This design comes from an exercise in tuning for a short achievable clock period and few clock cycles on the open sky130 flow, not from production work.
Function was checked by simulation only, so behaviour that the tests miss may differ from the original.
Power is estimated from default activity; no workload was simulated.

## rev 12
// mp2
module mp2
(
    input clk,
    input rst,
    input mem_resp,
    input logic [31:0] mem_rdata,
    output logic mem_read,
    output logic mem_write,
    output logic [3:0] mem_byte_enable,
    output logic [31:0] mem_address,
    output logic [31:0] mem_wdata
);
Size in the first run: roughly 18,000 cells after synthesis, about 320,000 um2 of cells after synthesis.
export LEC_CHECK = 0
export ABC_CLOCK_PERIOD_IN_PS = 3000
export CAP_MARGIN = 20
export CELL_PAD_IN_SITES_DETAIL_PLACEMENT = 1
export CELL_PAD_IN_SITES_GLOBAL_PLACEMENT = 2
export CORE_MARGIN = 2
export CORE_UTILIZATION = 30
export PLACE_DENSITY = 0.45
export SLEW_MARGIN = 20
export TNS_END_PERCENT = 10
create_clock -name core_clock -period 11.0 [get_ports {clk}]
standard.sh (not shown) runs the stock make flow with config.mk's settings and CLKGATE_MAP_FILE= SYNTH_SCRIPT=/design/flow/synth_recipe.tcl, a recipe that flattens the netlist after the stock synthesis.
==> flow/flow/run.sh <==
#!/bin/bash
# The standard layout (standard.sh: the standard synthesis and ORFS steps,
# with the design's SDC unchanged), with two settings changed: timing repair
# aims for SETUP_SLACK_MARGIN ns of setup slack, more than config.mk may ask
# for, and the port buffers are buf_4 cells (which the resizer may size)
# rather than the delay cell buffer_ports picks by default.
# make's output goes to flow.log; each ORFS step logs under orfs/logs/.
set -euo pipefail
bash standard.sh SETUP_SLACK_MARGIN=7 "BUFFER_PORTS_ARGS=-buffer_cell sky130_fd_sc_hd__buf_4" finish > flow.log 2>&1
Testbench counts of rev 12, summed over its fixed seeds: cycles 16,077.
For rev 13, these inputs were changed with respect to rev 12:
==> flow/flow/run.sh <==
#!/bin/bash
# The standard layout (standard.sh: the standard synthesis and ORFS steps,
# with the design's SDC unchanged), except that timing repair aims for
# SETUP_SLACK_MARGIN ns of setup slack, more than config.mk may ask for.
# make's output goes to flow.log; each ORFS step logs under orfs/logs/.
set -euo pipefail
bash standard.sh SETUP_SLACK_MARGIN=7 finish > flow.log 2>&1
Status | rev 13 and rev 12 | clean. Rev 13: minimum clock period 0.10 ns below rev 12. Status: register share of the cell area parity (rev 12, rev 13). Rev 12 -> rev 13: final instance area flat.

========
v6:
mp2, a different RTL version from the one above (not shown whole).
For scale: ~18000 cells after synthesis, ~110 I/O pins.
Settings: LEC_CHECK=0, ABC_CLOCK_PERIOD_IN_PS=3000, CAP_MARGIN=20, CELL_PAD_IN_SITES_DETAIL_PLACEMENT=1, CELL_PAD_IN_SITES_GLOBAL_PLACEMENT=2, CORE_MARGIN=2, CORE_UTILIZATION=30, PLACE_DENSITY=0.45, SLEW_MARGIN=20, TNS_END_PERCENT=10; clock period 11.0 ns.
==> flow/flow/run.sh <==
#!/bin/bash
# The standard layout (standard.sh: the standard synthesis and ORFS steps,
# with the design's SDC unchanged), with two settings changed: timing repair
# aims for SETUP_SLACK_MARGIN ns of setup slack, more than config.mk may ask
# for, and the port buffers are buf_4 cells (which the resizer may size)
# rather than the delay cell buffer_ports picks by default.
# make's output goes to flow.log; each ORFS step logs under orfs/logs/.
set -euo pipefail
bash standard.sh SETUP_SLACK_MARGIN=7 "BUFFER_PORTS_ARGS=-buffer_cell sky130_fd_sc_hd__buf_4" finish > flow.log 2>&1
Testbench counts of v6, summed over its fixed seeds: cycles 16,076.
## Diff of input files: v7 against v6
==> flow/flow/run.sh <==
#!/bin/bash
# The standard layout (standard.sh: the standard synthesis and ORFS steps,
# with the design's SDC unchanged), except that timing repair aims for
# SETUP_SLACK_MARGIN ns of setup slack, more than config.mk may ask for.
# make's output goes to flow.log; each ORFS step logs under orfs/logs/.
set -euo pipefail
bash standard.sh SETUP_SLACK_MARGIN=7 finish > flow.log 2>&1
Findings:
Looking at number of vias after detailed routing across v7 and v6, the one that comes out lower is v6.
Fraction of the mapped netlist area in compound gates came out exactly the same in v7 and v6.
Routed wire length delta (v6 -> v7): insignificant
v6 → v7: clock-cell share of area held; length of routed met3 wiring picked up an extra about 6%.
v7 — cell area 1.2% higher, v6 as reference
[v7] final cell count rose 0.72% relative to v6
Changes observed in v7 relative to v6: clock group share of total power up 0.3 points; leakage power up 0.0022 uW; critical path depth up 21.

## what the ideal ports hide
The flow's constraints put no driver on any port. The routed layouts listed below were extracted and timed again, unchanged, in two steps.
Step 1 sets driving cells, clkbuf_16 on the clock port and buf_2 on the other inputs (assumed; they add their load-dependent delay and slew).
Step 2 moves the port delays by t, midway between the first and last clock arrival at a register: inputs arrive t later, outputs are due t later. That takes back most of the time a late clock gives input paths.
Slacks: ideal ports / drivers / drivers and shift; pairs: ideal ports / drivers.
| run | t (ns) | setup slack, ns | worst setup path at the end |
|---|---|---|---|
| rev 12 | 1.309 | 6.229 / 6.176 / 4.867 | input to register |
| rev 13 | 1.318 | 6.330 / 6.330 / 5.108 | input to register |
| v6 | 1.315 | 6.349 / 6.194 / 5.221 | input to register |
| v7 | 1.335 | 6.556 / 6.433 / 5.231 | input to register |
After both steps every run listed still meets setup and hold. The setup slack of rev 12, which loses most, moves by -0.053 ns with the drivers and by -1.362 ns with both steps.
